From an optimization exercise on the open Yosys and OpenROAD flow, aimed at small area; shortcuts taken in it are not production practice. In this exercise RTL edits were held to simulation tests only and were not proved equivalent to the original. Power figures rest on the tool's default switching activity, not on a simulated workload.

### design.v
module fifo1(input clk, rst, sft_rst, read_enb, write_enb, lfd_state,
             input [7:0] data_in,
             output reg [7:0] data_out,
             output empty, full);
reg [8:0] mem [0:15];
reg [4:0] w_ptr, r_ptr;
reg wrapped;
reg [5:0] temp;   
wire temp_zero = &temp;
wire rd = !empty && read_enb;
wire we = write_enb && !full;
reg [15:0] sel;
reg [8:0] rdata;
integer i;
always @(*) begin
        rdata = 9'b0;
        for (i = 0; i < 16; i = i + 1) begin
                sel[i] = (r_ptr[3:0] == i) && (wrapped || w_ptr[3:0] > i);
                rdata = rdata | ({9{sel[i]}} & mem[i]);
        end
end
always @(posedge clk)
        if (we)
                mem[w_ptr[3:0]] <= {lfd_state, data_in};
always @(posedge clk)
        if (!rst || sft_rst) begin
                w_ptr <= 5'b0;
                wrapped <= 1'b0;
        end else if (we) begin
                w_ptr <= w_ptr + 1'b1;
                if (w_ptr[3:0] == 4'hf)
                        wrapped <= 1'b1;
        end
always @(posedge clk)
        if (!rst)
                r_ptr <= 5'b0;
        else if (rd)
                r_ptr <= r_ptr + 1'b1;
always @(posedge clk)
        if (!rst)
                data_out <= 8'b0;
        else if (rd)
                data_out <= rdata[7:0];
        else if (sft_rst || temp_zero)
                data_out <= 8'b0;
always @(posedge clk)
        if (!rst || sft_rst)
                temp <= 6'h3f;
        else if (rd) begin
                if (rdata[8])
                        temp <= rdata[7:2];
                else if (!temp_zero)
                        temp <= temp - 1'b1;
        end
assign full = (w_ptr == 5'd16) && (r_ptr == 5'd0);
assign empty = (r_ptr == w_ptr);
endmodule
module Synchronizer(input rst, clk, detect_add,
                    read_enb_0, read_enb_1, read_enb_2,
                    full_0, full_1, full_2,
                    empty_0, empty_1, empty_2,
                    write_enb_reg,
                    input [1:0] data_in,
                    output vld_out_0, vld_out_1, vld_out_2,
                    output sft_rst_0, sft_rst_1, sft_rst_2,
                    output fifo_full,
                    output [2:0] write_enb);
reg [1:0] address;
always @(posedge clk)
        if (!rst)
                address <= 2'b00;
        else if (detect_add)
                address <= data_in;
assign write_enb = write_enb_reg ? {address == 2'd2, address == 2'd1, address == 2'd0} : 3'b000;
assign fifo_full = (address == 2'd0 && full_0) || (address == 2'd1 && full_1) || (address == 2'd2 && full_2);
assign vld_out_0 = ~empty_0;
assign vld_out_1 = ~empty_1;
assign vld_out_2 = ~empty_2;
timeout t0(.clk(clk), .rst(rst), .vld(vld_out_0), .read_enb(read_enb_0), .sft_rst(sft_rst_0));
timeout t1(.clk(clk), .rst(rst), .vld(vld_out_1), .read_enb(read_enb_1), .sft_rst(sft_rst_1));
timeout t2(.clk(clk), .rst(rst), .vld(vld_out_2), .read_enb(read_enb_2), .sft_rst(sft_rst_2));
endmodule
module timeout(input clk, rst, vld, read_enb, output reg sft_rst);
reg [4:0] count;
always @(posedge clk)
        if (!rst || !vld || read_enb) begin
                count <= 5'd0;
                sft_rst <= 1'b0;
        end else if (count == 5'b11000) begin
                count <= 5'd0;
                sft_rst <= 1'b1;
        end else
                count <= {count[3:0], ~(count[4] ^ count[2])};
endmodule
module fsm(input clk, rst, pkt_valid, parity_done,
           sft_rst_0, sft_rst_1, sft_rst_2,
           fifo_full,
           fifo_empty_0, fifo_empty_1, fifo_empty_2,
           input [1:0] data_in,
           output busy, detect_add, ld_state, laf_state, write_enb_reg, lfd_state);
localparam decoder_address    = 3'b000,
           load_data          = 3'b001,
           load_first_data    = 3'b010,
           load_parity        = 3'b011,
           wait_till_empty    = 3'b100,
           load_after_full    = 3'b101,
           check_parity_error = 3'b110,
           fifo_full_state    = 3'b111;
reg [2:0] state, next_state;
wire addr_ok = (data_in != 2'd3);
wire dest_empty = (data_in == 2'd0 && fifo_empty_0) ||
                  (data_in == 2'd1 && fifo_empty_1) ||
                  (data_in == 2'd2 && fifo_empty_2);
always @(posedge clk)
        if (!rst || sft_rst_0 || sft_rst_1 || sft_rst_2)
                state <= decoder_address;
        else
                state <= next_state;
always @(*) begin
        case (state)
        decoder_address:    next_state = (pkt_valid && addr_ok) ? (dest_empty ? load_first_data : wait_till_empty) : decoder_address;
        load_first_data:    next_state = load_data;
        wait_till_empty:    next_state = dest_empty ? load_first_data : wait_till_empty;
        load_data:          next_state = fifo_full ? fifo_full_state : (pkt_valid ? load_data : load_parity);
        load_parity:        next_state = check_parity_error;
        check_parity_error: next_state = fifo_full ? fifo_full_state : decoder_address;
        fifo_full_state:    next_state = fifo_full ? fifo_full_state : load_after_full;
        default:            next_state = parity_done ? decoder_address : load_data;  
        endcase
end
assign busy = state[2] | state[1];
assign detect_add = (state == decoder_address);
assign ld_state = (state == load_data);
assign laf_state = (state == load_after_full);
assign lfd_state = (state == load_first_data);
assign write_enb_reg = (state == load_data) || (state == load_parity) || (state == load_after_full);
endmodule
module register(input clk, rst, pkt_valid, fifo_full, detect_add, ld_state, laf_state,
                input [7:0] data_in,
                output reg parity_done, err,
                output reg [7:0] dout);
reg [7:0] full_state_byte;
reg [7:0] parity;
always @(posedge clk)
        if (!rst)
                dout <= 8'b0;
        else if ((detect_add && pkt_valid && data_in[1:0] != 2'd3) || (ld_state && !fifo_full))
                dout <= data_in;
        else if (laf_state)
                dout <= full_state_byte;
always @(posedge clk)
        if (!rst)
                full_state_byte <= 8'b0;
        else if (ld_state && fifo_full)
                full_state_byte <= data_in;
always @(posedge clk)
        if (detect_add)
                parity <= data_in;
        else if (ld_state && (pkt_valid || !fifo_full))
                parity <= parity ^ data_in;
always @(posedge clk)
        if (!rst)
                parity_done <= 1'b0;
        else if (ld_state && !fifo_full && !pkt_valid)
                parity_done <= 1'b1;
        else if (detect_add)
                parity_done <= 1'b0;
always @(posedge clk)
        if (!rst)
                err <= 1'b0;
        else if (parity_done)
                err <= (parity != 8'b0);
endmodule
module router(input clk, rst,
              read_enb_0, read_enb_1, read_enb_2, pkt_valid,
              input [7:0] data_in,
              output vld_out_0, vld_out_1, vld_out_2, err, busy,
              output [7:0] data_out_0, data_out_1, data_out_2);
wire [2:0] write_enb;
wire [7:0] dout;
wire sft_rst_0, sft_rst_1, sft_rst_2;
wire fifo_empty_0, fifo_empty_1, fifo_empty_2;
wire full_0, full_1, full_2, fifo_full;
wire detect_add, ld_state, laf_state, write_enb_reg, lfd_state, parity_done;
reg lfd_t;
always @(posedge clk)
        lfd_t <= lfd_state;
fifo1 F0(.clk(clk), .rst(rst), .write_enb(write_enb[0]), .sft_rst(sft_rst_0), .read_enb(read_enb_0),
         .data_in(dout), .lfd_state(lfd_t), .empty(fifo_empty_0), .data_out(data_out_0), .full(full_0));
fifo1 F1(.clk(clk), .rst(rst), .write_enb(write_enb[1]), .sft_rst(sft_rst_1), .read_enb(read_enb_1),
         .data_in(dout), .lfd_state(lfd_t), .empty(fifo_empty_1), .data_out(data_out_1), .full(full_1));
fifo1 F2(.clk(clk), .rst(rst), .write_enb(write_enb[2]), .sft_rst(sft_rst_2), .read_enb(read_enb_2),
         .data_in(dout), .lfd_state(lfd_t), .empty(fifo_empty_2), .data_out(data_out_2), .full(full_2));
Synchronizer synch1(.detect_add(detect_add), .data_in(data_in[1:0]), .clk(clk), .rst(rst),
                    .write_enb_reg(write_enb_reg),
                    .read_enb_0(read_enb_0), .read_enb_1(read_enb_1), .read_enb_2(read_enb_2),
                    .empty_0(fifo_empty_0), .empty_1(fifo_empty_1), .empty_2(fifo_empty_2),
                    .full_0(full_0), .full_1(full_1), .full_2(full_2),
                    .vld_out_0(vld_out_0), .vld_out_1(vld_out_1), .vld_out_2(vld_out_2),
                    .sft_rst_0(sft_rst_0), .sft_rst_1(sft_rst_1), .sft_rst_2(sft_rst_2),
                    .fifo_full(fifo_full), .write_enb(write_enb));
fsm fsm1(.clk(clk), .rst(rst), .pkt_valid(pkt_valid), .parity_done(parity_done),
         .sft_rst_0(sft_rst_0), .sft_rst_1(sft_rst_1), .sft_rst_2(sft_rst_2),
         .fifo_full(fifo_full),
         .fifo_empty_0(fifo_empty_0), .fifo_empty_1(fifo_empty_1), .fifo_empty_2(fifo_empty_2),
         .data_in(data_in[1:0]),
         .busy(busy), .detect_add(detect_add), .ld_state(ld_state), .laf_state(laf_state),
         .write_enb_reg(write_enb_reg), .lfd_state(lfd_state));
register r1(.clk(clk), .rst(rst), .pkt_valid(pkt_valid), .fifo_full(fifo_full),
            .detect_add(detect_add), .ld_state(ld_state), .laf_state(laf_state),
            .data_in(data_in), .parity_done(parity_done), .err(err), .dout(dout));
endmodule
### flow/run.sh
#!/bin/bash
# Layout flow: the standard synthesis, its combinational logic re-mapped for
# area, then the standard layout steps with a leaner clock tree (clkbuf_8
# only, no dummy loads) and buf_1 cells as the port buffers.
set -euo pipefail
here=$(pwd)
flowdir=$here/flow
res=$here/orfs/results/$FLOW_PLATFORM/router/base
lib=$FLOW_HOME/platforms/$FLOW_PLATFORM/lib/sky130_fd_sc_hd__tt_025C_1v80.lib
YOSYS=$(command -v yosys || echo /OpenROAD-flow-scripts/tools/install/yosys/bin/yosys)

export CTS_ARGS="-sink_clustering_enable -repair_clock_nets -dont_use_dummy_load -buf_list sky130_fd_sc_hd__clkbuf_8 -sink_clustering_size 20 -sink_clustering_max_diameter 50"
export BUFFER_PORTS_ARGS="-buffer_cell sky130_fd_sc_hd__buf_1"

# 1. standard synthesis
bash standard.sh synth > synth_standard.log 2>&1

# 2. re-map the combinational logic
dont_use=""
for c in $(cat "$flowdir/dont_use.txt"); do dont_use="$dont_use -dont_use $c"; done
python3 "$flowdir/genmodels.py" "$lib" "$here/comb_models.v" > genmodels.log 2>&1
cp "$res/1_2_yosys.v" "$here/1_2_yosys.standard.v"
sed -e "s#@LIB@#$lib#g" -e "s#@MODELS@#$here/comb_models.v#" \
    -e "s#@NETLIST_IN@#$here/1_2_yosys.standard.v#" -e "s#@NETLIST_OUT@#$here/1_2_yosys.resynth.v#" \
    -e "s#@TOP@#$FLOW_TOP#" -e "s#@ABC_SCRIPT@#$flowdir/area.abc#" -e "s#@DONT_USE@#$dont_use#" \
    "$flowdir/resynth.ys.in" > resynth.ys
"$YOSYS" -s resynth.ys > resynth.log 2>&1
cp "$here/1_2_yosys.resynth.v" "$res/1_2_yosys.v"
rm -f "$res/1_synth.odb" "$res/1_synth.sdc"

# 3. the rest of the standard layout
bash standard.sh > layout_standard.log 2>&1
### flow/area.abc
&get -n
&st
&deepsyn -T 60
&dch -f
&nf -R 1000 -p
&put
### flow/dont_use.txt
sky130_fd_sc_hd__probe_p_8
sky130_fd_sc_hd__probec_p_8
sky130_fd_sc_hd__lpflow_bleeder_1
sky130_fd_sc_hd__lpflow_clkbufkapwr_1
sky130_fd_sc_hd__lpflow_clkbufkapwr_16
sky130_fd_sc_hd__lpflow_clkbufkapwr_2
sky130_fd_sc_hd__lpflow_clkbufkapwr_4
sky130_fd_sc_hd__lpflow_clkbufkapwr_8
sky130_fd_sc_hd__lpflow_clkinvkapwr_1
sky130_fd_sc_hd__lpflow_clkinvkapwr_16
sky130_fd_sc_hd__lpflow_clkinvkapwr_2
sky130_fd_sc_hd__lpflow_clkinvkapwr_4
sky130_fd_sc_hd__lpflow_clkinvkapwr_8
sky130_fd_sc_hd__lpflow_decapkapwr_12
sky130_fd_sc_hd__lpflow_decapkapwr_3
sky130_fd_sc_hd__lpflow_decapkapwr_4
sky130_fd_sc_hd__lpflow_decapkapwr_6
sky130_fd_sc_hd__lpflow_decapkapwr_8
sky130_fd_sc_hd__lpflow_inputiso0n_1
sky130_fd_sc_hd__lpflow_inputiso0p_1
sky130_fd_sc_hd__lpflow_inputiso1n_1
sky130_fd_sc_hd__lpflow_inputiso1p_1
sky130_fd_sc_hd__lpflow_inputisolatch_1
sky130_fd_sc_hd__lpflow_isobufsrc_1
sky130_fd_sc_hd__lpflow_isobufsrc_16
sky130_fd_sc_hd__lpflow_isobufsrc_2
sky130_fd_sc_hd__lpflow_isobufsrc_4
sky130_fd_sc_hd__lpflow_isobufsrc_8
sky130_fd_sc_hd__lpflow_isobufsrckapwr_16
sky130_fd_sc_hd__lpflow_lsbuf_lh_hl_isowell_tap_1
sky130_fd_sc_hd__lpflow_lsbuf_lh_hl_isowell_tap_2
sky130_fd_sc_hd__lpflow_lsbuf_lh_hl_isowell_tap_4
sky130_fd_sc_hd__lpflow_lsbuf_lh_isowell_4
sky130_fd_sc_hd__lpflow_lsbuf_lh_isowell_tap_1
sky130_fd_sc_hd__lpflow_lsbuf_lh_isowell_tap_2
sky130_fd_sc_hd__lpflow_lsbuf_lh_isowell_tap_4
### flow/genmodels.py
# Write Verilog models of the liberty's combinational cells (from their
# function attributes) so Yosys can re-optimise an already mapped netlist.
import re, sys
lib = open(sys.argv[1]).read()
out = []
cells = re.split(r'\n\s*cell\s*\(', lib)[1:]
for c in cells:
    name = re.match(r'\s*"?(\w+)"?', c).group(1)
    if re.search(r'\b(ff|latch|statetable)\s*\(', c):
        continue
    pins = []
    for m in re.finditer(r'\n\s*pin\s*\(\s*"?(\w+)"?\s*\)\s*\{(.*?)\n\s*\}', c, re.S):
        pn, body = m.group(1), m.group(2)
        d = re.search(r'direction\s*:\s*"?(\w+)"?', body)
        f = re.search(r'function\s*:\s*"([^"]*)"', body)
        pins.append((pn, d.group(1) if d else None, f.group(1) if f else None))
    outs = [p for p in pins if p[1] == 'output']
    ins = [p for p in pins if p[1] == 'input']
    if not outs or any(p[2] is None for p in outs) or not ins:
        continue
    if any(p[1] not in ('input', 'output') for p in pins):
        continue
    def conv(f):
        f = f.replace("'", "")  # not used in sky130
        f = re.sub(r'\s*\+\s*', ' | ', f)
        f = re.sub(r'\s*\*\s*', ' & ', f)
        f = f.replace('!', '~')
        return f
    ports = ', '.join([p[0] for p in ins] + [p[0] for p in outs])
    s = 'module %s(%s);\n' % (name, ports)
    for p in ins: s += '  input %s;\n' % p[0]
    for p in outs: s += '  output %s;\n  assign %s = %s;\n' % (p[0], p[0], conv(p[2]))
    s += 'endmodule\n'
    out.append(s)
open(sys.argv[2], 'w').write('\n'.join(out))
print(len(out), 'cells')
### flow/resynth.ys.in
# Re-map the combinational logic of the standard synthesis's netlist.
# The flip-flops stay as they are (same instances, names and cell types);
# every combinational cell is read as its liberty function, flattened and
# mapped again by ABC with an area-oriented script.
read_liberty -lib @LIB@
read_verilog -overwrite @MODELS@
read_verilog @NETLIST_IN@
hierarchy -top @TOP@
flatten
opt -purge
techmap
opt -fast
abc -script @ABC_SCRIPT@ -liberty @LIB@ @DONT_USE@
setundef -zero
splitnets
opt_clean -purge
hilomap -singleton -hicell sky130_fd_sc_hd__conb_1 HI -locell sky130_fd_sc_hd__conb_1 LO
insbuf -buf sky130_fd_sc_hd__buf_4 A X
opt_clean -purge
rename -enumerate -pattern rs_%_ w:$* c:$*
stat -liberty @LIB@
write_verilog -noattr -nohex -nodec @NETLIST_OUT@
### standard.sh
#!/bin/bash
# synth_recipe.tcl (not shown) runs the flow's synth.tcl, then flattens the netlist and writes it again
# the make line also repeats each setting of config.mk as NAME=value (left out here)
make -C /OpenROAD-flow-scripts/flow DESIGN_CONFIG=/design/flow/config.mk WORK_HOME=/design/flow/orfs CLKGATE_MAP_FILE= SYNTH_SCRIPT=/design/flow/synth_recipe.tcl "${@:-finish}"
### config.mk
export PLATFORM = sky130hd
export DESIGN_NAME = router
export DESIGN_NICKNAME = router
export VERILOG_FILES = /design/flow/design.v
export SDC_FILE = /design/flow/constraint.sdc
export NUM_CORES = 4
export LEC_CHECK = 0
export CAP_MARGIN = 0
export CORE_MARGIN = 2
export CORE_UTILIZATION = 70
export SLEW_MARGIN = 0
### constraint.sdc
create_clock -name core_clock -period 5.0 [get_ports {clk}]
set_input_delay 1.0000 -clock core_clock [delete_from_list [all_inputs] [get_ports {clk}]]
set_output_delay 1.0000 -clock core_clock [all_outputs]
set_load 0.01 [all_outputs]
==> summary.md, run 1 <==
| Metric | Value |
|---|---|
| Largest net degree at the start of global routing | `50` |
| Crit path capture type | `flop` |
| Drt first pass iters | `9` |
| Starting Density | `70.8%` |
| Syn_area_per_cell | `14.4 um^2` |
| Final cycle utilization of the critical path | `76.3%` |
| CTS tree | `yes` |
| Number of cell rows | `63` |
| H-tree depth | `2` |
| Hold Path End | `synch1.t1.count[0]$_SDFF_PP0_` |
| Hold Vio Cnt, Final | `0` |
| Worst r2r path cells | `7` |
| Syn Inst Count | `1447` |
| Postcts setup bufs | `0` |
| Post-synthesis net count | `1461` |
| Placed cell count | `1896` |
| Hpwl dp | `31500 um` |
| FILL cells | `1837` |
| Setup_tns | `0 ns` |
| Min-delay src | `synch1.t1.count[2]$_SDFF_PP0_` |
| Hold Path Depth | `2` |
| Initial antenna violation count | `1` |
| Clock transition at the registers of the reported paths | `0.11 ns` |
| Clock Power Share | `25.3%` |
| RR Endpoint | `F2.mem[2][3]$_DFFE_PP_` |
| Gr ovfl total | `0` |
| DRC violations left | `0` |
| MaxCap Viol Count | `0` |
| Gr usage total | `32.1%` |
| Root buffer cell | `clkbuf_8` |
| Die area | `31200 um^2` |
| Kind of critical path | `flop to flop` |
| Leakage | `7.05 nW` |
| Synth Cell Area | `20900 um^2` |
| Worst slew margin | `16.3%` |
| Crit path DAT | `4.00 ns` |
| Total power per unit cell area | `352 nW/um^2` |
| Fmax | `262 MHz` |
| Synth warnings | `6` |
| Area Overhead vs Synth | `6.38%` |
| First-pass GRT wire length | `75200 um` |
| Core area | `29500 um^2` |
| Nets@finish | `1561` |
| Reg2reg start | `F2.w_ptr[3]$_SDFFE_PP0P_` |
| Data required, critical path | `5.18 ns` |
| Slew @ Worst Pin | `1.25 ns` |
| Vias in the first global route | `12832` |
| Comb power frac | `4.2%` |
| VDD IR-drop max | `0.000279 V` |
| Post-CTS Resized | `0` |
| Final WL | `49200 um` |
| Final setup fails | `0` |
| WL/cell | `25.4 um` |
| Vias per cell | `6.95` |
| Net Switching | `1.76 mW` |
| Clock buffer depth | `3` |
| CTS Sinks | `557` |
| Initial DRC Count | `1893` |
| Final Max Slew Viols | `0` |
| Die span in x | `177 um` |
| Die Y | `177 um` |
| Final cell count without fillers | `1936` |
| Port Buffers | `42` |
| Worst setup SP type | `flop` |
| Final Skew | `0.0486 ns` |
| Cell internal pwr | `6.06 mW` |
| Seq pwr share | `70.4%` |
| CTS Hold Bufs | `0` |
| Max FO, Critical Path | `16` |
| Final min period | `3.82 ns` |
| Share of layout cells above drive strength 1 | `5.83%` |
| R2r setup slk | `1.18 ns` |
| RSZ-0062 raised after global routing | `no` |
| Vias | `13458` |
| IO Pins | `43` |
| Outcome | `timing/DRC/antenna clean` |
| Placer congestion estimate | `0.895` |
| Worst-skew pair later-pin latency | `0.58 ns` |
| CTS Buf Count | `39` |
| Antenna Nets Post-Route | `0` |
| Sw frac | `22.5%` |
| Worst Hold Class | `flop to flop` |
[state kept, by name, indices dropped and copies added (netlist names), 8 cells and up]
register / flops
F0.mem: 144
F1.mem: 144
F2.mem: 144
F0.data_out: 8
F1.data_out: 8
F2.data_out: 8
r1.dout: 8
r1.full_state_byte: 8
r1.parity: 8
[per-stage QoR]
stage	total power [mW]	hold slack, ns	instance area (um^2)	utilization (%)	worst slack (ns)
final	7.81	0.436	22200	75.3	1.18
after global routing	8.05	0.458	22200	75.3	0.872
after CTS	7.83	0.437	22200	75.3	1.15
after detailed placement	5.94	0.424	21700	73.5	1.15
after global placement	5.91	0.416	21700	73.5	1.22
after floorplan	5.69	0.410	20900	-	1.56
[worst max-delay path by stage]
stage | from | endpoint | slack, ns | depth (start not counted)
after floorplan | F0.w_ptr[2]$_SDFFE_PP0P_ | F0.temp[3]$_SDFFE_PP1P_ | 1.56 | 10
after global placement | F2.w_ptr[3]$_SDFFE_PP0P_ | F2.mem[2][0]$_DFFE_PP_ | 1.22 | 7
after detailed placement | F2.w_ptr[3]$_SDFFE_PP0P_ | F2.mem[2][0]$_DFFE_PP_ | 1.15 | 7
after CTS | F2.w_ptr[3]$_SDFFE_PP0P_ | F2.mem[2][3]$_DFFE_PP_ | 1.15 | 7
after global routing | F2.w_ptr[3]$_SDFFE_PP0P_ | F2.mem[2][8]$_DFFE_PP_ | 0.87 | 7
final | F2.w_ptr[3]$_SDFFE_PP0P_ | F2.mem[2][3]$_DFFE_PP_ | 1.18 | 7
[cell usage in the layout, fill, tap and decap left out, drive strengths merged, types with 11 or more instances in the layout]
master / count
nor2b: 13
a222oi: 85
nor2: 146
nor3: 29
nand2b: 22
dfxtp: 117
a22o: 23
a221oi: 24
o21ai: 49
and3: 11
edfxtp: 440
a22oi: 48
nor4: 15
nand3: 38
xnor2: 22
clkinv: 19
nor3b: 14
clkbuf: 39
buf: 83
a21oi: 51
a211oi: 11
nand4: 23
nand2: 136
and2: 14
[area by class of cell]
class,instances,area [um^2],share of cell area [%]
Timing Repair Buffer,83,465,2.10
Tap cell,390,488,2.20
Clock buffer,39,537,2.42
Antenna cell,1,2.50,0.0113
Inverter,19,71.3,0.321
Sequential cell,557,15600,70.1
Multi-Input combinational cell,847,5080,22.9
[layer usage]
metal  track usage (%)  share of wire (%)  vias up
met4              10.4                3.0        2
met1              47.6                 40     6585
met5                 0              0.037        -
li1                  -                  -     5939
met2              50.3                 47      824
met3              4.15                 10      108
[power groups by stage]
stage	registers, mW	logic [mW]	clock network (mW)
after global placement	5.60	0.315	0
after detailed placement	5.61	0.323	0
after floorplan	5.47	0.223	0
final	5.50	0.330	1.98
after CTS	5.51	0.326	2.00
after global routing	5.54	0.363	2.14
[worst max-delay path, cell delays in order, from the launching register on]
cell     delay (ns)
dfxtp_1        0.69
xnor2_1        0.18
nand4_1        0.14
nor4b_1        0.87
nor2b_1        0.19
nand2_1        0.19
nand3_1        0.19
nor3_1         0.98
==> run 2, diff against run 1 <==
--- a/config.mk
+++ b/config.mk
@@ -5,7 +5,7 @@
 export SDC_FILE = /design/flow/constraint.sdc
 export NUM_CORES = 4
 export LEC_CHECK = 0
-export CAP_MARGIN = 0
+export CAP_MARGIN = 20
 export CORE_MARGIN = 2
 export CORE_UTILIZATION = 70
-export SLEW_MARGIN = 0
+export SLEW_MARGIN = 20
==> summary.md, run 2 <==
| Metric | Value |
|---|---|
| Outcome | `timing/DRC/antenna clean` |
| Crit path max-delay family | `simple AND/OR/NAND/NOR gates` |
| Core area | `29500 um^2` |
| CTS Buf Count | `40` |
| Cell internal pwr | `6.07 mW` |
| Clock Power Share | `25.6%` |
| RSZ-0062 raised after global routing | `no` |
| Initial antenna violation count | `0` |
| Gr ovfl total | `0` |
| Most frequent cells in the layout | `440 x edfxtp_1, 143 x nor2_1, 136 x nand2_1` |
| Syn Inst Count | `1447` |
| Die span in x | `177 um` |
| Postcts setup bufs | `0` |
| CTS Hold Bufs | `0` |
| Worst-skew pair later-pin latency | `0.59 ns` |
| Root buffer cell | `clkbuf_8` |
| Share of layout cells above drive strength 1 | `6.21%` |
| Most common cell after layout, fill and taps aside | `edfxtp_1` |
| Comb power frac | `4.2%` |
| Layout Utilization | `75.5%` |
| Vias per cell | `6.95` |
| FILL cells | `1840` |
| Clock buffer depth | `3` |
| Seq pwr share | `70.2%` |
| Post-placement setup slack | `1.40 ns` |
| Worst slew margin | `21.6%` |
| Final cycle utilization of the critical path | `74.0%` |
| Placer congestion estimate | `0.895` |
| Area Overhead vs Synth | `6.56%` |
| Hpwl dp | `31500 um` |
| DRC violations left | `0` |
| Final setup fails | `0` |
| Max FO, Critical Path | `16` |
| IO Pins | `43` |
| Worst setup SP type | `flop` |
| Leakage | `7.06 nW` |
| Die Y | `177 um` |
| CTS Sinks | `557` |
| Largest net degree at the start of global routing | `50` |
| CP cell instances | `xnor2_1, nand4_1, nor4b_1, nor2b_1, nand2_1, nand3_1, nor2_1` |
| Port Buffers | `42` |
| Final Skew | `0.0750 ns` |
| Die area | `31200 um^2` |
| Initial DRC Count | `1891` |
| Data required, critical path | `5.16 ns` |
| CTS tree | `yes` |
| Net Switching | `1.77 mW` |
| VDD IR-drop max | `0.000288 V` |
| Kind of critical path | `flop to flop` |
| Setup_tns | `0 ns` |
| Hold Vio Cnt, Final | `0` |
| Starting Density | `70.8%` |
| Setup slack after layout | `1.30 ns` |
| Worst path bufs/invs | `0` |
| WL/cell | `25.4 um` |
| Final Max Slew Viols | `0` |
| Post-synthesis net count | `1461` |
| Crit path DAT | `3.86 ns` |
| Synth Cell Area | `20900 um^2` |
| H-tree depth | `2` |
| Clock transition at the registers of the reported paths | `0.11 ns` |
| Gr usage total | `32.0%` |
| Slew @ Worst Pin | `1.17 ns` |
| Final min period | `3.70 ns` |
| Nets@finish | `1562` |
| Slowest CP cell | `nor4b_1` |
| Worst Hold Class | `flop to flop` |
| Drt first pass iters | `6` |
| Synth warnings | `6` |
| Fmax | `270 MHz` |
| Sw frac | `22.5%` |
| Number of cell rows | `63` |
| Post-CTS Resized | `0` |
| Final WL | `49200 um` |
| Crit path capture type | `flop` |
| Antenna Nets Post-Route | `0` |
| Largest stage delay, worst path | `0.88 ns` |
| Vias in the first global route | `12824` |
| Vias | `13463` |
| First-pass GRT wire length | `74900 um` |
| Total power per unit cell area | `352 nW/um^2` |
| Syn_area_per_cell | `14.4 um^2` |
| MaxCap Viol Count | `0` |
==> run 2: changes by cell type in the layout (fill, tap and decap cells not counted), sizes merged <==
cell,previous run,this run
clkbuf,39,40
==> run 2: cell type report <==
| cell class | instances | area [um^2] | share of cell area [%] |
|---|---|---|---|
| flip-flops and latches | 557 | 15600 | 70.0 |
| clock buffers | 40 | 551 | 2.47 |
| repair buffers | 83 | 465 | 2.09 |
| inverters | 19 | 71.3 | 0.321 |
| well taps | 390 | 488 | 2.19 |
| multi-input cells | 847 | 5100 | 22.9 |
| diodes | 1 | 2.50 | 0.0112 |
==> run 2: path summary, 6_finish.rpt <==
| kind | depth (start not counted) | start | slack (ns) | to |
|---|---|---|---|---|
| setup / recovery | 7 | F2.w_ptr[3]$_SDFFE_PP0P_ | 1.30 | F2.mem[14][0]$_DFFE_PP_ |
| hold / removal | 2 | synch1.t2.count[3]$_SDFF_PP0_ | 0.44 | synch1.t2.count[4]$_SDFF_PP0_ |
| setup reg to reg | 7 | F2.w_ptr[3]$_SDFFE_PP0P_ | 1.30 | F2.mem[14][0]$_DFFE_PP_ |
| hold reg to reg | 2 | synch1.t2.count[3]$_SDFF_PP0_ | 0.44 | synch1.t2.count[4]$_SDFF_PP0_ |
==> run 2: power groups by stage <==
stage          Clock, mW  Sequential (mW)  Combinational, mW
2_1_floorplan          0             5.47              0.223
3_3_place_gp           0             5.60              0.315
3_5_place_dp           0             5.61              0.324
4_1_cts             2.02             5.51              0.327
5_1_grt             2.17             5.54              0.363
6_report            2.01             5.50              0.331
==> run 2: worst reg2reg max path: cells and delay by family, from the launching register on <==
kind | cells | cell delay, ns
xor gates and xnor gates | 1 | 0.18
DFF | 1 | 0.70
and+or+nand+nor | 6 | 2.43
==> run 2: through the flow <==
step | power, mW | hold WS (ns) | instances | cell area [um^2]
6_report | 7.84 | 0.438 | 1937 | 22200
3_3_place_gp | 5.91 | 0.416 | 1896 | 21700
5_1_grt | 8.07 | 0.463 | 1936 | 22200
4_1_cts | 7.86 | 0.440 | 1936 | 22200
2_1_floorplan | 5.69 | 0.410 | 1447 | 20900
3_5_place_dp | 5.94 | 0.421 | 1896 | 21700
==> run 2: metal layers <==
metal | share of wire (%) | global-route usage (%) | vias up
met5 | 0 | 0 | -
met2 | 47 | 50.5 | 776
li1 | - | - | 5931
met4 | 3.1 | 10.6 | 0
met1 | 40 | 46.8 | 6656
met3 | 10 | 4.57 | 100
==> run 3, diff against run 2 <==
--- a/flow/resynth.ys.in
+++ b/flow/resynth.ys.in
@@ -1,12 +1,11 @@
 # Re-map the combinational logic of the standard synthesis's netlist.
 # The flip-flops stay as they are (same instances, names and cell types);
-# every combinational cell is read as its liberty function, flattened and
-# mapped again by ABC with an area-oriented script.
+# every combinational cell is replaced by its liberty function and the
+# logic mapped again by ABC with an area-oriented script.
 read_liberty -lib @LIB@
-read_verilog -overwrite @MODELS@
 read_verilog @NETLIST_IN@
 hierarchy -top @TOP@
-flatten
+techmap -map @MODELS@
 opt -purge
 techmap
 opt -fast
--- a/config.mk
+++ b/config.mk
@@ -5,7 +5,8 @@
 export SDC_FILE = /design/flow/constraint.sdc
 export NUM_CORES = 4
 export LEC_CHECK = 0
-export CAP_MARGIN = 20
+export CAP_MARGIN = 0
 export CORE_MARGIN = 2
 export CORE_UTILIZATION = 70
-export SLEW_MARGIN = 20
+export GPL_TIMING_DRIVEN = 0
+export SLEW_MARGIN = 0
==> summary.md, run 3 <==
| Metric | Value |
|---|---|
| Layout check fault list | `max-capacitance violations, max-slew violations` |
| Final WL | `48300 um` |
| Clock Power Share | `23.8%` |
| Number of cell rows | `62` |
| Worst Hold Class | `flop to flop` |
| Synth warnings | `6` |
| VDD IR-drop max | `0.000433 V` |
| Die area | `30800 um^2` |
| Die Y | `176 um` |
| CTS Sinks | `557` |
| CTS tree | `yes` |
| Final Skew | `0.0814 ns` |
| Drt first pass iters | `8` |
| Cell internal pwr | `6.38 mW` |
| Port Buffers | `42` |
| Setup_tns | `0 ns` |
| Post-synthesis net count | `1423` |
| Final instance area | `22100 um^2` |
| Final Max Slew Viols | `10` |
| Clock transition at the registers of the reported paths | `0.11 ns` |
| CTS Hold Bufs | `0` |
| Outcome | `complete, but fails checks` |
| Post-DP Area | `21500 um^2` |
| Worst slew margin | `-1.32%` |
| Setup slack after layout | `1.01 ns` |
| RSZ-0062 raised after global routing | `no` |
| Initial DRC Count | `1990` |
| DRC violations left | `0` |
| H-tree depth | `2` |
| Hpwl dp | `31000 um` |
| Clock buffer depth | `3` |
| Most frequent cells in the layout | `440 x edfxtp_1, 147 x nand2_1, 124 x nor2_1` |
| Final cell count without fillers | `1894` |
| Final min period | `3.99 ns` |
| Synth Cell Area | `20600 um^2` |
| Antenna Nets Post-Route | `0` |
| Placer congestion estimate | `0.898` |
| Post-placement setup slack | `1.08 ns` |
| Final setup fails | `0` |
| WL/cell | `25.5 um` |
| IO Pins | `43` |
| Largest net degree at the start of global routing | `50` |
| Slew @ Worst Pin | `1.51 ns` |
| Sw frac | `24.8%` |
| Total power per unit cell area | `383 nW/um^2` |
| Hold Vio Cnt, Final | `0` |
| Nets@finish | `1526` |
| Vias in the first global route | `12679` |
| CTS Buf Count | `40` |
| Total power | `8.48 mW` |
| First-pass GRT wire length | `73700 um` |
| Max FO, Critical Path | `10` |
| Comb power frac | `9.1%` |
| Post-CTS Resized | `0` |
| Postcts setup bufs | `0` |
| Placed cell count | `1852` |
| Most common cell after layout, fill and taps aside | `edfxtp_1` |
| MaxCap Viol Count | `1` |
| Gr usage total | `31.9%` |
| Hold_ws | `0.432 ns` |
| Area Overhead vs Synth | `7.35%` |
| Syn_area_per_cell | `14.6 um^2` |
| Die span in x | `176 um` |
| Gr ovfl total | `0` |
| Worst setup SP type | `flop` |
| Core area | `28900 um^2` |
| Ant diodes | `0` |
| Leakage | `6.98 nW` |
| Final cycle utilization of the critical path | `79.8%` |
| Starting Density | `71.4%` |
| FILL cells | `1736` |
| Vias per cell | `6.98` |
| Root buffer cell | `clkbuf_8` |
| Data required, critical path | `5.42 ns` |
| Net Switching | `2.10 mW` |
| Share of layout cells above drive strength 1 | `5.96%` |
| Fmax | `250 MHz` |
| Syn Inst Count | `1409` |
| Crit path capture type | `flop` |
| Crit path DAT | `4.41 ns` |
| Kind of critical path | `flop to flop` |
| Worst-skew pair later-pin latency | `0.60 ns` |
| Vias | `13222` |
| Layout Utilization | `76.6%` |
| Seq pwr share | `67.1%` |
| Initial antenna violation count | `0` |
==> run 3: path summary, 6_finish.rpt <==
path                                               startpoint                            end  slack [ns]  cells after the start
worst max-delay path                 F2.r_ptr[3]$_SDFFE_PN0P_        r1.dout[7]$_SDFFE_PN0P_        1.01                     10
worst min register to register  synch1.t0.count[3]$_SDFF_PP0_  synch1.t0.count[4]$_SDFF_PP0_        0.43                      2
worst min-delay path            synch1.t0.count[3]$_SDFF_PP0_  synch1.t0.count[4]$_SDFF_PP0_        0.43                      2
worst max register to register       F2.r_ptr[3]$_SDFFE_PN0P_        r1.dout[7]$_SDFFE_PN0P_        1.01                     10
==> run 3: layer usage <==
layer / share of wire (%) / track usage (%) / vias to the layer above
met3: 10 / 4.87 / 120
met5: 0 / 0 / -
li1: - / - / 5854
met2: 48 / 52.1 / 765
met1: 38 / 45.3 / 6483
met4: 3.0 / 10.0 / 0
==> run 3: layout make-up <==
cell class | instances | area, um^2 | share of cell area (%)
Sequential cell | 557 | 15600 | 70.4
Multi-Input combinational cell | 829 | 5080 | 23.0
Clock buffer | 40 | 551 | 2.49
Tap cell | 384 | 480 | 2.17
Timing Repair Buffer | 61 | 354 | 1.60
Inverter | 23 | 86.3 | 0.390
==> run 3: power groups by stage <==
| stage | combinational (mW) | clock (mW) | sequential (mW) |
|---|---|---|---|
| 2_1_floorplan | 0.395 | 0 | 5.74 |
| 5_1_grt | 0.842 | 2.18 | 5.72 |
| 3_3_place_gp | 0.539 | 0 | 5.93 |
| 6_report | 0.773 | 2.02 | 5.69 |
| 4_1_cts | 0.760 | 2.03 | 5.70 |
| 3_5_place_dp | 0.754 | 0 | 5.80 |
==> run 3: worst max-delay path, stage by stage, from the launching register on <==
cell,delay [ns]
dfxtp_1,0.56
clkinv_1,0.19
a222oi_1,0.34
nand2_1,0.12
o41a_1,0.39
o32ai_1,0.74
nand2_1,0.16
nor2_1,0.59
nor2b_1,0.34
a22oi_1,0.29
a222oi_1,0.10
==> run 4, diff against run 3 <==
--- a/config.mk
+++ b/config.mk
@@ -8,5 +8,4 @@
 export CAP_MARGIN = 0
 export CORE_MARGIN = 2
 export CORE_UTILIZATION = 70
-export GPL_TIMING_DRIVEN = 0
 export SLEW_MARGIN = 0
==> summary.md, run 4 <==
| Metric | Value |
|---|---|
| RSZ-0062 raised after global routing | `no` |
| Initial DRC Count | `2253` |
| CP cell instances | `clkinv_1, a222oi_1, nand2_1, nor3_1, o221ai_1, and2_0, nand2_1, nor4_1, nor2b_1, nor2_1, nor2_1, a221oi_1` |
| Vias per cell | `7.01` |
| Final setup fails | `0` |
| Clock buffer depth | `3` |
| Gr ovfl total | `0` |
| Drt first pass iters | `7` |
| Worst slew margin | `9.94%` |
| Root buffer cell | `clkbuf_8` |
| Share of layout cells above drive strength 1 | `6.39%` |
| DRC violations left | `0` |
| Starting Density | `71.4%` |
| Largest net degree at the start of global routing | `50` |
| Kind of critical path | `flop to flop` |
| Post-synthesis net count | `1423` |
| Synth Cell Area | `20600 um^2` |
| Worst-skew pair later-pin latency | `0.59 ns` |
| Worst Hold Class | `flop to flop` |
| Final cycle utilization of the critical path | `75.3%` |
| Ant diodes | `0` |
| Worst path bufs/invs | `1` |
| FILL cells | `1741` |
| Syn_area_per_cell | `14.6 um^2` |
| Placer congestion estimate | `0.910` |
| Most common cell after layout, fill and taps aside | `edfxtp_1` |
| Die span in x | `176 um` |
| Antenna Nets Post-Route | `0` |
| Postcts setup bufs | `0` |
| Number of cell rows | `62` |
| Port Buffers | `42` |
| Vias in the first global route | `12769` |
| Worst setup SP type | `flop` |
| Net Switching | `2.08 mW` |
| Data required, critical path | `5.50 ns` |
| Setup_tns | `0 ns` |
| Cell internal pwr | `6.36 mW` |
| Total power | `8.44 mW` |
| Final Max Slew Viols | `0` |
| Gr usage total | `32.6%` |
| Final cell count without fillers | `1917` |
| H-tree depth | `2` |
| CTS Buf Count | `41` |
| Leakage | `7.07 nW` |
| Most frequent cells in the layout | `440 x edfxtp_1, 147 x nand2_1, 124 x nor2_1` |
| Comb power frac | `6.8%` |
| VDD IR-drop max | `0.000369 V` |
| Total power per unit cell area | `381 nW/um^2` |
| Fmax | `266 MHz` |
| Sw frac | `24.6%` |
| Slew @ Worst Pin | `1.35 ns` |
| Hold Vio Cnt, Final | `0` |
| Crit path max-delay family | `simple AND/OR/NAND/NOR gates` |
| CTS Hold Bufs | `0` |
| Final min period | `3.76 ns` |
| Crit path DAT | `4.26 ns` |
| Final Skew | `0.0649 ns` |
| Post-DP Area | `21600 um^2` |
| Outcome | `timing/DRC/antenna clean` |
| Seq pwr share | `69.1%` |
| Slowest CP cell | `and2_0` |
| Clock Power Share | `24.1%` |
| Max FO, Critical Path | `10` |
| Initial antenna violation count | `0` |
| MaxCap Viol Count | `0` |
| Post-CTS Resized | `0` |
| CTS tree | `yes` |
| Largest stage delay, worst path | `0.54 ns` |
| IO Pins | `43` |
| First-pass GRT wire length | `74800 um` |
| Syn Inst Count | `1409` |
| Area Overhead vs Synth | `7.60%` |
| Synth warnings | `6` |
| CTS Sinks | `557` |
| Placed cell count | `1876` |
| Die area | `30800 um^2` |
| Clock transition at the registers of the reported paths | `0.11 ns` |
| Core area | `28900 um^2` |
| WL/cell | `25.7 um` |
| Final WL | `49200 um` |
| Hpwl dp | `31600 um` |
| Crit path capture type | `flop` |
| Final instance area | `22200 um^2` |
| Vias | `13438` |
| Nets@finish | `1549` |
| Layout Utilization | `76.8%` |
| Die Y | `176 um` |
run 4: power by group through the flow:
stage	registers, mW	logic [mW]	clock network, mW
finish	5.84	0.575	2.03
global route	5.89	0.635	2.18
global placement	5.93	0.549	0
CTS	5.84	0.567	2.03
floorplan	5.74	0.395	0
detailed placement	5.95	0.564	0
run 4: worst paths after layout:
| kind | from | end | slack [ns] | cells after the start |
|---|---|---|---|---|
| worst max-delay path | F2.r_ptr[3]$_SDFFE_PN0P_ | F2.temp[3]$_SDFFE_PP1P_ | 1.24 | 12 |
| worst min-delay path | synch1.t2.count[3]$_SDFF_PP0_ | synch1.t2.count[4]$_SDFF_PP0_ | 0.44 | 2 |
| worst max register to register | F2.r_ptr[3]$_SDFFE_PN0P_ | F2.temp[3]$_SDFFE_PP1P_ | 1.24 | 12 |
| worst min register to register | synch1.t2.count[3]$_SDFF_PP0_ | synch1.t2.count[4]$_SDFF_PP0_ | 0.44 | 2 |
run 4: area by class of cell:
class,instances,area (um^2),share of cell area (%)
clock buffers,41,564,2.55
multi-input cells,829,5000,22.6
repair buffers,83,465,2.10
well taps,384,480,2.17
inverters,23,86.3,0.389
flip-flops and latches,557,15600,70.2
run 4: tightest hold or removal path, cell delays in order (launching register included):
cell     delay, ns
dfxtp_1       0.32
nand2_1       0.05
nor2_1        0.03
run 4: metal layers:
layer | global-route usage, % | up-vias | wire length [um]
met1 | 47.6 | 6639 | 19300
met4 | 9.95 | 0 | 1370
met5 | 0 | - | 0
met2 | 52.4 | 794 | 23600
li1 | - | 5898 | -
met3 | 4.26 | 107 | 4960
run 4: per-stage QoR:
step	setup WS (ns)	hold slack, ns
finish	1.24	0.436
floorplan	1.87	0.410
global placement	1.43	0.413
detailed placement	1.30	0.426
CTS	1.32	0.438
global route	1.05	0.451
==> run 5, diff against run 4 <==
==> flow/area.abc (replaced) <==
&get -n
&st
&deepsyn -T 60
&dch -f
&nf -R 1000 -p
&put
topo
stime -c
buffer -c
upsize -c
dnsize -c
stime -c
--- a/flow/resynth.ys.in
+++ b/flow/resynth.ys.in
@@ -9,7 +9,7 @@
 opt -purge
 techmap
 opt -fast
-abc -script @ABC_SCRIPT@ -liberty @LIB@ @DONT_USE@
+abc -D 5000 -script @ABC_SCRIPT@ -liberty @LIB@ @DONT_USE@
 setundef -zero
 splitnets
 opt_clean -purge
==> summary.md, run 5 <==
| Metric | Value |
|---|---|
| Outcome | `timing/DRC/antenna clean` |
| Worst slew margin | `20.9%` |
| Setup_tns | `0 ns` |
| VDD IR-drop max | `0.000450 V` |
| Worst-skew pair later-pin latency | `0.59 ns` |
| Gr ovfl total | `0` |
| Hold Vio Cnt, Final | `0` |
| Vias | `13366` |
| Drt first pass iters | `8` |
| Number of cell rows | `63` |
| Placer congestion estimate | `0.870` |
| Final Skew | `0.0713 ns` |
| Leakage | `7.11 nW` |
| CTS Buf Count | `39` |
| CTS Hold Bufs | `0` |
| Total power per unit cell area | `379 nW/um^2` |
| Worst Hold Class | `flop to flop` |
| Worst setup SP type | `flop` |
| Final cell count without fillers | `1913` |
| Synth Cell Area | `20900 um^2` |
| Root buffer cell | `clkbuf_8` |
| Syn Inst Count | `1422` |
| Post-CTS Resized | `0` |
| Clock transition at the registers of the reported paths | `0.11 ns` |
| Share of layout cells above drive strength 1 | `8.34%` |
| Starting Density | `70.8%` |
| Die area | `31200 um^2` |
| Crit path capture type | `output port` |
| Hpwl dp | `32100 um` |
| Die span in x | `177 um` |
| Final Max Slew Viols | `0` |
| Synth warnings | `6` |
| IO Pins | `43` |
| Slew @ Worst Pin | `1.18 ns` |
| Die Y | `177 um` |
| Max FO, Critical Path | `10` |
| Area Overhead vs Synth | `6.73%` |
| First-pass GRT wire length | `75400 um` |
| DRC violations left | `0` |
| Largest net degree at the start of global routing | `50` |
| Ant diodes | `0` |
| Data required, critical path | `4.00 ns` |
| Postcts setup bufs | `0` |
| Crit path DAT | `2.71 ns` |
| Antenna Nets Post-Route | `0` |
| Initial antenna violation count | `0` |
| Most common cell after layout, fill and taps aside | `edfxtp_1` |
| Syn_area_per_cell | `14.7 um^2` |
| Vias in the first global route | `12458` |
| Vias per cell | `6.99` |
| Kind of critical path | `flop to output port` |
| Fmax | `270 MHz` |
| H-tree depth | `2` |
| WL/cell | `26.1 um` |
| Most frequent cells in the layout | `440 x edfxtp_1, 143 x nand2_1, 122 x nor2_1` |
| Port Buffers | `42` |
| CTS Sinks | `557` |
| Nets@finish | `1539` |
| Final cycle utilization of the critical path | `74.2%` |
| RSZ-0062 raised after global routing | `no` |
| Post-synthesis net count | `1436` |
| Final min period | `3.71 ns` |
| Final setup fails | `0` |
| Placed cell count | `1874` |
| FILL cells | `1858` |
| Clock buffer depth | `3` |
| Core area | `29500 um^2` |
| Initial DRC Count | `2135` |
| CTS tree | `yes` |
| MaxCap Viol Count | `0` |
| Gr usage total | `32.5%` |
| Final WL | `49900 um` |
==> run 5: worst max-delay path, cell delays in order (launching register included) <==
cell and delay [ns]:
dfxtp_1 0.59, inv_2 0.08, a222oi_1 0.31, nand2_1 0.14
nor3_1 0.19, o221ai_1 0.51, buf_1 0.28
==> run 5: final cells by class <==
cell class | count | area, um^2 | share of cell area [%]
well taps | 390 | 488 | 2.19
multi-input cells | 829 | 5200 | 23.3
repair buffers | 75 | 405 | 1.82
flip-flops and latches | 557 | 15600 | 69.9
inverters | 23 | 88.8 | 0.399
clock buffers | 39 | 537 | 2.41
==> run 5: power by group <==
| group | leakage, nW | internal, mW | total, mW | switching, mW |
|---|---|---|---|---|
| registers | 5.00 | 5.43 | 5.85 | 0.425 |
| clock network | 0.280 | 0.705 | 2.00 | 1.30 |
| logic | 1.83 | 0.208 | 0.599 | 0.391 |
==> run 5: layer usage <==
layer | GRT usage [%] | routed length, um
met1 | 47.5 | 19700
met2 | 53.1 | 24600
met3 | 4.27 | 4600
met4 | 7.58 | 1050
met5 | 0 | 0
==> run 5: final timing paths <==
path | cells past startpoint | to | slack [ns] | startpoint
max reg2reg | 10 | F2.data_out[4]$_SDFFE_PN0P_ | 1.38 | F2.r_ptr[3]$_SDFFE_PN0P_
min | 2 | synch1.t1.count[4]$_SDFF_PP0_ | 0.43 | synch1.t1.count[3]$_SDFF_PP0_
max | 6 | vld_out_2 | 1.29 | F2.r_ptr[3]$_SDFFE_PN0P_
min reg2reg | 2 | synch1.t1.count[4]$_SDFF_PP0_ | 0.43 | synch1.t1.count[3]$_SDFF_PP0_
==> run 5: metrics by stage <==
| step | hold WS, ns | instance area (um^2) | setup WS (ns) | util (%) | power [mW] |
|---|---|---|---|---|---|
| floorplan | 0.410 | 20900 | 2.43 | - | 6.17 |
| global placement | 0.415 | 21700 | 1.62 | 73.8 | 6.52 |
| detailed placement | 0.427 | 21700 | 1.54 | 73.8 | 6.56 |
| CTS | 0.423 | 22300 | 1.30 | 75.6 | 8.47 |
| global route | 0.455 | 22300 | 1.19 | 75.6 | 8.72 |
| finish | 0.431 | 22300 | 1.29 | 75.6 | 8.45 |
==> run 6, diff against run 5 <==
==> flow/area.abc (replaced) <==
&get -n
&st
&deepsyn -T 60
&dch -f
&nf -R 1000 -p
&put
--- a/flow/resynth.ys.in
+++ b/flow/resynth.ys.in
@@ -9,7 +9,7 @@
 opt -purge
 techmap
 opt -fast
-abc -D 5000 -script @ABC_SCRIPT@ -liberty @LIB@ @DONT_USE@
+abc -script @ABC_SCRIPT@ -liberty @LIB@ @DONT_USE@
 setundef -zero
 splitnets
 opt_clean -purge
--- a/config.mk
+++ b/config.mk
@@ -5,7 +5,8 @@
 export SDC_FILE = /design/flow/constraint.sdc
 export NUM_CORES = 4
 export LEC_CHECK = 0
-export CAP_MARGIN = 0
+export CAP_MARGIN = 10
 export CORE_MARGIN = 2
 export CORE_UTILIZATION = 70
-export SLEW_MARGIN = 0
+export GPL_TIMING_DRIVEN = 0
+export SLEW_MARGIN = 10
==> summary.md, run 6 <==
| Metric | Value |
|---|---|
| Outcome | `timing/DRC/antenna clean` |
| Area Overhead vs Synth | `7.79%` |
| CTS Sinks | `557` |
| Syn Inst Count | `1409` |
| Met2 Use GR | `52.7%` |
| Core area | `28900 um^2` |
| Post-placement setup slack | `1.21 ns` |
| Slew @ Worst Pin | `1.28 ns` |
| Vias in the first global route | `12496` |
| Vias | `13208` |
| Final WL | `48000 um` |
| Die area | `30800 um^2` |
| H-tree depth | `2` |
| MaxCap Viol Count | `0` |
| CTS Hold Bufs | `0` |
| VDD IR-drop max | `0.000305 V` |
| Clock transition at the registers of the reported paths | `0.09 ns` |
| Final cycle utilization of the critical path | `76.5%` |
| Worst setup SP type | `flop` |
| Post-CTS Resized | `0` |
| RSZ-0062 raised after global routing | `no` |
| FILL cells | `1708` |
| Share of layout cells above drive strength 1 | `6.42%` |
| Final min period | `3.83 ns` |
| Total power per unit cell area | `382 nW/um^2` |
| Final setup fails | `0` |
| Top Usage Layer GRT | `met2` |
| CTS tree | `yes` |
| Die span in x | `176 um` |
| WL/cell | `25.3 um` |
| First-pass GRT wire length | `73500 um` |
| Synth Cell Area | `20600 um^2` |
| Synth warnings | `6` |
| Initial DRC Count | `2278` |
| Crit path DAT | `4.22 ns` |
| Gr ovfl total | `0` |
| Die Y | `176 um` |
| Starting Density | `71.4%` |
| Postcts setup bufs | `0` |
| Leakage | `7.02 nW` |
| M3 GR Usage | `3.61%` |
| Drt first pass iters | `10` |
| Setup_tns | `0 ns` |
| Most common cell after layout, fill and taps aside | `edfxtp_1` |
| Worst Hold Class | `flop to flop` |
| Number of cell rows | `62` |
| Clock buffer depth | `3` |
| Hpwl dp | `31900 um` |
| Kind of critical path | `flop to flop` |
| Worst slew margin | `14.2%` |
| Antenna Nets Post-Route | `0` |
| Setup slack after layout | `1.17 ns` |
| Gr usage total | `31.7%` |
| Worst-skew pair later-pin latency | `0.58 ns` |
| Final Max Slew Viols | `0` |
| Initial antenna violation count | `1` |
| Crit path capture type | `flop` |
| IO Pins | `43` |
| Final Skew | `0.0590 ns` |
| Vias per cell | `6.97` |
| Port Buffers | `42` |
| Placer congestion estimate | `0.898` |
| Max FO, Critical Path | `10` |
| CTS Buf Count | `40` |
| Hold Vio Cnt, Final | `0` |
| Most frequent cells in the layout | `440 x edfxtp_1, 147 x nand2_1, 123 x nor2_1` |
| Largest net degree at the start of global routing | `50` |
| Met1 global-route usage | `45.5%` |
| DRC violations left | `0` |
| Data required, critical path | `5.40 ns` |
| Post-synthesis net count | `1423` |
| Syn_area_per_cell | `14.6 um^2` |
| Nets@finish | `1528` |
| Ant diodes | `0` |
| Root buffer cell | `clkbuf_8` |
| Fmax | `261 MHz` |
[run 6: layout make-up]
| type | instances | area [um^2] | share of cell area [%] |
|---|---|---|---|
| clock buffers | 40 | 551 | 2.48 |
| inverters | 23 | 86.3 | 0.389 |
| multi-input cells | 829 | 5100 | 23.0 |
| flip-flops and latches | 557 | 15600 | 70.1 |
| well taps | 384 | 480 | 2.16 |
| repair buffers | 63 | 419 | 1.89 |
[run 6: worst paths after layout]
| check | start | end | slack, ns | cells after the start |
|---|---|---|---|---|
| worst min register to register | synch1.t0.count[3]$_SDFF_PP0_ | synch1.t0.count[4]$_SDFF_PP0_ | 0.43 | 2 |
| worst min-delay path | synch1.t0.count[3]$_SDFF_PP0_ | synch1.t0.count[4]$_SDFF_PP0_ | 0.43 | 2 |
| worst max register to register | F2.r_ptr[3]$_SDFFE_PN0P_ | r1.dout[7]$_SDFFE_PN0P_ | 1.17 | 10 |
| worst max-delay path | F2.r_ptr[3]$_SDFFE_PN0P_ | r1.dout[7]$_SDFFE_PN0P_ | 1.17 | 10 |
[run 6: metrics by stage]
step	area [um^2]	std cells	util [%]	hold WS, ns	power (mW)
floorplan	20600	1409	-	0.410	6.13
global placement	21200	1835	73.6	0.420	6.47
detailed placement	21600	1855	75.0	0.425	6.58
CTS	22200	1895	76.9	0.434	8.50
global route	22200	1896	76.9	0.447	8.75
finish	22200	1896	76.9	0.434	8.48
[run 6: routing by layer]
metal	part of all wire, %	up-vias
met5	0	-
met4	2.9	0
met3	9.3	107
met2	49	712
met1	39	6528
li1	-	5861
[run 6: report_power, final]
group | switching [mW] | internal, mW | total (mW)
Sequential | 0.282 | 5.42 | 5.70
Combinational | 0.527 | 0.256 | 0.783
Clock | 1.28 | 0.722 | 2.00
[run 6: critical path, stage by stage, from the launching register on]
cell and delay, ns:
dfxtp_1 0.57, clkinv_1 0.20, a222oi_1 0.34, nand2_1 0.11
o41a_1 0.40, o32ai_1 0.69, nand2_1 0.15, nor2_1 0.54
nor2b_1 0.31, a22oi_1 0.28, a222oi_1 0.10
==> run 7, diff against run 6 <==
--- a/flow/run.sh
+++ b/flow/run.sh
@@ -28,5 +28,6 @@
 cp "$here/1_2_yosys.resynth.v" "$res/1_2_yosys.v"
 rm -f "$res/1_synth.odb" "$res/1_synth.sdc"
 
-# 3. the rest of the standard layout
+# 3. the rest of the standard layout; repairs use buffers no larger than buf_2
+export DONT_USE_CELLS="sky130_fd_sc_hd__buf_4 sky130_fd_sc_hd__buf_6 sky130_fd_sc_hd__buf_8 sky130_fd_sc_hd__buf_12 sky130_fd_sc_hd__buf_16"
 bash standard.sh > layout_standard.log 2>&1
==> config.mk (replaced) <==
export PLATFORM = sky130hd
export DESIGN_NAME = router
export DESIGN_NICKNAME = router
export VERILOG_FILES = /design/flow/design.v
export SDC_FILE = /design/flow/constraint.sdc
export NUM_CORES = 4
export LEC_CHECK = 0
export CAP_MARGIN = 0
export CORE_MARGIN = 2
export CORE_UTILIZATION = 70
export SLEW_MARGIN = 0
==> summary.md, run 7 <==
| Metric | Value |
|---|---|
| Outcome | `timing/DRC/antenna clean` |
| Gr ovfl total | `0` |
| Post-placement setup slack | `1.30 ns` |
| Initial antenna violation count | `0` |
| Port Buffers | `42` |
| IO Pins | `43` |
| Clock transition at the registers of the reported paths | `0.11 ns` |
| Core area | `28900 um^2` |
| Starting Density | `71.4%` |
| Slew @ Worst Pin | `1.35 ns` |
| CTS tree | `yes` |
| CTS Sinks | `557` |
| Initial DRC Count | `2253` |
| Total power per unit cell area | `381 nW/um^2` |
| Hold_ws | `0.436 ns` |
| Share of layout cells above drive strength 1 | `6.39%` |
| Crit path capture type | `flop` |
| Leakage | `7.07 nW` |
| Hpwl dp | `31600 um` |
| DRC violations left | `0` |
| VDD IR-drop max | `0.000369 V` |
| Max FO, Critical Path | `10` |
| CTS Hold Bufs | `0` |
| Die Y | `176 um` |
| Setup_tns | `0 ns` |
| MaxCap Viol Count | `0` |
| Nets@finish | `1549` |
| H-tree depth | `2` |
| Worst-skew pair later-pin latency | `0.59 ns` |
| Syn Inst Count | `1409` |
| Root buffer cell | `clkbuf_8` |
| Hold Vio Cnt, Final | `0` |
| RSZ-0062 raised after global routing | `no` |
| Final cycle utilization of the critical path | `75.3%` |
| Synth warnings | `6` |
| Final Skew | `0.0649 ns` |
| CTS Buf Count | `41` |
| Most common cell after layout, fill and taps aside | `edfxtp_1` |
| Crit path max-delay family | `simple AND/OR/NAND/NOR gates` |
| Ant diodes | `0` |
| Post-synthesis net count | `1423` |
| Die area | `30800 um^2` |
| Drt first pass iters | `7` |
| Largest stage delay, worst path | `0.54 ns` |
| CP cell instances | `clkinv_1, a222oi_1, nand2_1, nor3_1, o221ai_1, and2_0, nand2_1, nor4_1, nor2b_1, nor2_1, nor2_1, a221oi_1` |
| Largest net degree at the start of global routing | `50` |
| Gr usage total | `32.6%` |
| Antenna Nets Post-Route | `0` |
| Vias | `13438` |
| Final Max Slew Viols | `0` |
| WL/cell | `25.7 um` |
| Slowest CP cell | `and2_0` |
| Final setup fails | `0` |
| Worst setup SP type | `flop` |
| Final WL | `49200 um` |
| Crit path DAT | `4.26 ns` |
| Final min period | `3.76 ns` |
| Data required, critical path | `5.50 ns` |
| Kind of critical path | `flop to flop` |
| Post-CTS Resized | `0` |
| Clock buffer depth | `3` |
| Worst path bufs/invs | `1` |
| Final cell count without fillers | `1917` |
| Worst slew margin | `9.94%` |
| Synth Cell Area | `20600 um^2` |
| Area Overhead vs Synth | `7.60%` |
| Die span in x | `176 um` |
| Setup slack after layout | `1.24 ns` |
| Placer congestion estimate | `0.910` |
| Fmax | `266 MHz` |
| Postcts setup bufs | `0` |
| Most frequent cells in the layout | `440 x edfxtp_1, 147 x nand2_1, 124 x nor2_1` |
| Placed cell count | `1876` |
| Worst Hold Class | `flop to flop` |
| Vias in the first global route | `12769` |
| Number of cell rows | `62` |
| Vias per cell | `7.01` |
| Syn_area_per_cell | `14.6 um^2` |
| First-pass GRT wire length | `74800 um` |
==> run 7: worst min-delay path: stages, from the launching register on <==
cell and delay (ns):
dfxtp_1 0.32, nand2_1 0.05, nor2_1 0.03
==> run 7: worst paths after layout <==
kind         slack (ns)                     startpoint  cells after the start                            end
min reg2reg        0.44  synch1.t2.count[3]$_SDFF_PP0_                      2  synch1.t2.count[4]$_SDFF_PP0_
max                1.24       F2.r_ptr[3]$_SDFFE_PN0P_                     12        F2.temp[3]$_SDFFE_PP1P_
min                0.44  synch1.t2.count[3]$_SDFF_PP0_                      2  synch1.t2.count[4]$_SDFF_PP0_
max reg2reg        1.24       F2.r_ptr[3]$_SDFFE_PN0P_                     12        F2.temp[3]$_SDFFE_PP1P_
==> run 7: final cells by class <==
type / count / area (um^2)
clock buffers: 41 / 564
fillers: 1741 / 6690
repair buffers: 83 / 465
flip-flops and latches: 557 / 15600
multi-input cells: 829 / 5000
inverters: 23 / 86.3
well taps: 384 / 480
==> run 7: metal layers <==
layer | wire length (um) | global-route usage (%) | share of wire (%) | vias to the layer above
met5 | 0 | 0 | 0 | -
met4 | 1370 | 9.95 | 2.8 | 0
met3 | 4960 | 4.26 | 10 | 107
met2 | 23600 | 52.4 | 48 | 794
met1 | 19300 | 47.6 | 39 | 6639
li1 | - | - | - | 5898
==> run 7: power breakdown <==
part	internal [mW]	switching, mW
logic	0.197	0.378
registers	5.43	0.410
clock network	0.738	1.29
==> run 7: metrics by stage <==
stage               power [mW]  instance area [um^2]  utilization, %
finish                    8.44                 22200            76.8
global route              8.70                 22200            76.8
CTS                       8.44                 22200            76.8
detailed placement        6.51                 21600            74.9
global placement          6.47                 21600            74.9
floorplan                 6.13                 20600               -
==> run 8, diff against run 7 <==
--- a/design.v
+++ b/design.v
@@ -144,14 +144,14 @@
 always @(posedge clk)
         if (!rst)
                 dout <= 8'b0;
-        else if ((detect_add && pkt_valid && data_in[1:0] != 2'd3) || (ld_state && !fifo_full))
+        else if (detect_add || (ld_state && !fifo_full))
                 dout <= data_in;
         else if (laf_state)
                 dout <= full_state_byte;
 always @(posedge clk)
         if (!rst)
                 full_state_byte <= 8'b0;
-        else if (ld_state && fifo_full)
+        else if (ld_state)
                 full_state_byte <= data_in;
 always @(posedge clk)
         if (detect_add)
--- a/flow/run.sh
+++ b/flow/run.sh
@@ -28,6 +28,5 @@
 cp "$here/1_2_yosys.resynth.v" "$res/1_2_yosys.v"
 rm -f "$res/1_synth.odb" "$res/1_synth.sdc"
 
-# 3. the rest of the standard layout; repairs use buffers no larger than buf_2
-export DONT_USE_CELLS="sky130_fd_sc_hd__buf_4 sky130_fd_sc_hd__buf_6 sky130_fd_sc_hd__buf_8 sky130_fd_sc_hd__buf_12 sky130_fd_sc_hd__buf_16"
+# 3. the rest of the standard layout
 bash standard.sh > layout_standard.log 2>&1
==> summary.md, run 8 <==
| Metric | Value |
|---|---|
| Register area | `15600 um^2` |
| Clock buffer depth | `3` |
| Share of layout cells above drive strength 1 | `6.56%` |
| Final Skew | `0.0639 ns` |
| RSZ-0062 raised after global routing | `no` |
| Fmax | `251 MHz` |
| Final setup fails | `0` |
| Kind of critical path | `flop to flop` |
| Core area | `28900 um^2` |
| Largest net degree at the start of global routing | `50` |
| Post-DP Area | `21600 um^2` |
| Max FO, Critical Path | `15` |
| Antenna Nets Post-Route | `0` |
| MaxCap Viol Count | `0` |
| Synth Cell Area | `20600 um^2` |
| Largest stage delay, worst path | `0.80 ns` |
| Worst path bufs/invs | `0` |
| VDD IR-drop max | `0.000442 V` |
| Most common cell after layout, fill and taps aside | `edfxtp_1` |
| Vias | `13190` |
| CTS Buf Count | `41` |
| H-tree depth | `2` |
| Crit path max-delay family | `simple AND/OR/NAND/NOR gates` |
| Hpwl dp | `31400 um` |
| Final Max Slew Viols | `0` |
| Final cycle utilization of the critical path | `79.8%` |
| Ant diodes | `0` |
| Worst Hold Class | `flop to flop` |
| Worst-skew pair later-pin latency | `0.58 ns` |
| Most frequent cells in the layout | `440 x edfxtp_1, 141 x nand2_1, 117 x nor2_1` |
| Placed cell count | `1853` |
| Vias in the first global route | `12486` |
| Synth warnings | `6` |
| Die span in x | `175 um` |
| Root buffer cell | `clkbuf_8` |
| Met1 wire length | `19700 um` |
| Gr usage total | `32.3%` |
| First-pass GRT wire length | `74500 um` |
| FILL cells | `1747` |
| Drt first pass iters | `6` |
| CTS tree | `yes` |
| Postcts setup bufs | `0` |
| Hold Vio Cnt, Final | `0` |
| Vias per cell | `6.96` |
| Final instance area | `22100 um^2` |
| Nets@finish | `1526` |
| Slowest CP cell | `nor4b_1` |
| Total power | `8.03 mW` |
| Placer congestion estimate | `0.904` |
| Post-synthesis net count | `1402` |
| Worst slew margin | `21.7%` |
| Clock transition at the registers of the reported paths | `0.11 ns` |
| Area Overhead vs Synth | `7.60%` |
| Worst setup SP type | `flop` |
| Layout Utilization | `76.7%` |
| Final min period | `3.99 ns` |
| IO Pins | `43` |
| Gr ovfl total | `0` |
| Post-placement setup slack | `1.02 ns` |
| Setup_tns | `0 ns` |
| Top Metal Used | `met4` |
| Final cell count without fillers | `1894` |
| WL/cell | `26.1 um` |
| Hold_ws | `0.436 ns` |
| Met2 wire length | `23600 um` |
| CTS Hold Bufs | `0` |
| Die area | `30800 um^2` |
| Multi-input logic area | `5020 um^2` |
| Data required, critical path | `5.20 ns` |
| Final WL | `49400 um` |
| Leakage | `7.05 nW` |
| Post-CTS Resized | `0` |
| CTS Sinks | `557` |
| DRC violations left | `0` |
| Crit path capture type | `flop` |
| Crit path DAT | `4.19 ns` |
| Setup slack after layout | `1.01 ns` |
| Syn_area_per_cell | `14.8 um^2` |
| Slew @ Worst Pin | `1.17 ns` |
| Total power per unit cell area | `363 nW/um^2` |
| Met3 wire length | `5020 um` |
| Syn Inst Count | `1388` |
| Initial DRC Count | `2350` |
| R2r setup slk | `1.01 ns` |
| Starting Density | `71.3%` |
| CP cell instances | `xnor2_1, o21ai_0, or3_1, nor4b_1, nor2_1, nand2_1, nand2_1, or2_0, nor2_1` |
| Number of cell rows | `62` |
| Port Buffers | `42` |
| Outcome | `timing/DRC/antenna clean` |
| Initial antenna violation count | `0` |
| Die Y | `175 um` |
[run 8: cell types whose count changed in the layout (fill, tap and decap cells not counted), moves of 9 or more]
cell / previous run / this run
clkinv_1: 23 / 14
a222oi_1: 112 / 97
a21oi_1: 63 / 43
o21ai_0: 57 / 66
[run 8: report_power, final]
| part | internal [mW] | leakage [nW] | switching, mW | total [mW] |
|---|---|---|---|---|
| sequential | 5.30 | 4.98 | 0.329 | 5.63 |
| combinational | 0.130 | 1.78 | 0.216 | 0.346 |
| clock | 0.740 | 0.295 | 1.31 | 2.05 |
[run 8: final cells by class]
class,count,area share [%]
Clock buffer,41,2.55
Tap cell,384,2.17
Multi-Input combinational cell,817,22.7
Timing Repair Buffer,81,2.03
Sequential cell,557,70.3
Inverter,14,0.237
[run 8: worst paths after layout]
| kind | from | to | depth (start not counted) |
|---|---|---|---|
| worst max-delay path | F1.r_ptr[2]$_SDFFE_PN0P_ | F1.mem[10][7]$_DFFE_PP_ | 9 |
| worst min-delay path | synch1.t0.count[3]$_SDFF_PP0_ | synch1.t0.count[4]$_SDFF_PP0_ | 2 |
| worst max register to register | F1.r_ptr[2]$_SDFFE_PN0P_ | F1.mem[10][7]$_DFFE_PP_ | 9 |
| worst min register to register | synch1.t0.count[3]$_SDFF_PP0_ | synch1.t0.count[4]$_SDFF_PP0_ | 2 |
[run 8: worst min-delay path: cells and delay by family (launching register included)]
| family | cells | cell delay, ns |
|---|---|---|
| AND/OR/NAND/NOR | 2 | 0.08 |
| flip-flops | 1 | 0.32 |
[run 8: metal layers]
layer  GRT usage (%)  vias to the layer above
met5               0                        -
li1                -                     5817
met3            5.50                       77
met4            8.23                        0
met2            51.9                      806
met1            47.0                     6490

-- re-timing with driven ports --
The results above use ideal ports. As a check the final layouts listed here were re-extracted and re-timed, cells and wires unchanged. Step 1 assumes that a clkbuf_16 drives the clock port and a buf_2 every other input. Step 2 moves the port delays by t, midway between the first and last clock arrival at a register: inputs arrive t later, outputs are due t later. That takes back most of the time a late clock gives input paths. a / b / c = no drivers / after step 1 / after step 2; a / b = the first two.
| run | t, ns | slack for setup (ns) | worst hold slack (ns) |
|---|---|---|---|
| run 1 | 0.603 | 1.184 / 1.184 / 1.184 | 0.436 / 0.436 / 0.436 |
| run 2 | 0.611 | 1.301 / 1.301 / 1.301 | 0.438 / 0.438 / 0.438 |
| run 3 | 0.605 | 1.008 / 1.008 / 1.008 | 0.432 / 0.432 / 0.432 |
| run 4 | 0.607 | 1.236 / 1.236 / 1.236 | 0.436 / 0.436 / 0.436 |
| run 5 | 0.609 | 1.292 / 1.240 / 1.379 | 0.431 / 0.431 / 0.431 |
| run 6 | 0.604 | 1.174 / 1.174 / 1.174 | 0.434 / 0.434 / 0.434 |
| run 7 | 0.607 | 1.236 / 1.236 / 1.236 | 0.436 / 0.436 / 0.436 |
| run 8 | 0.600 | 1.008 / 1.008 / 1.008 | 0.436 / 0.436 / 0.436 |
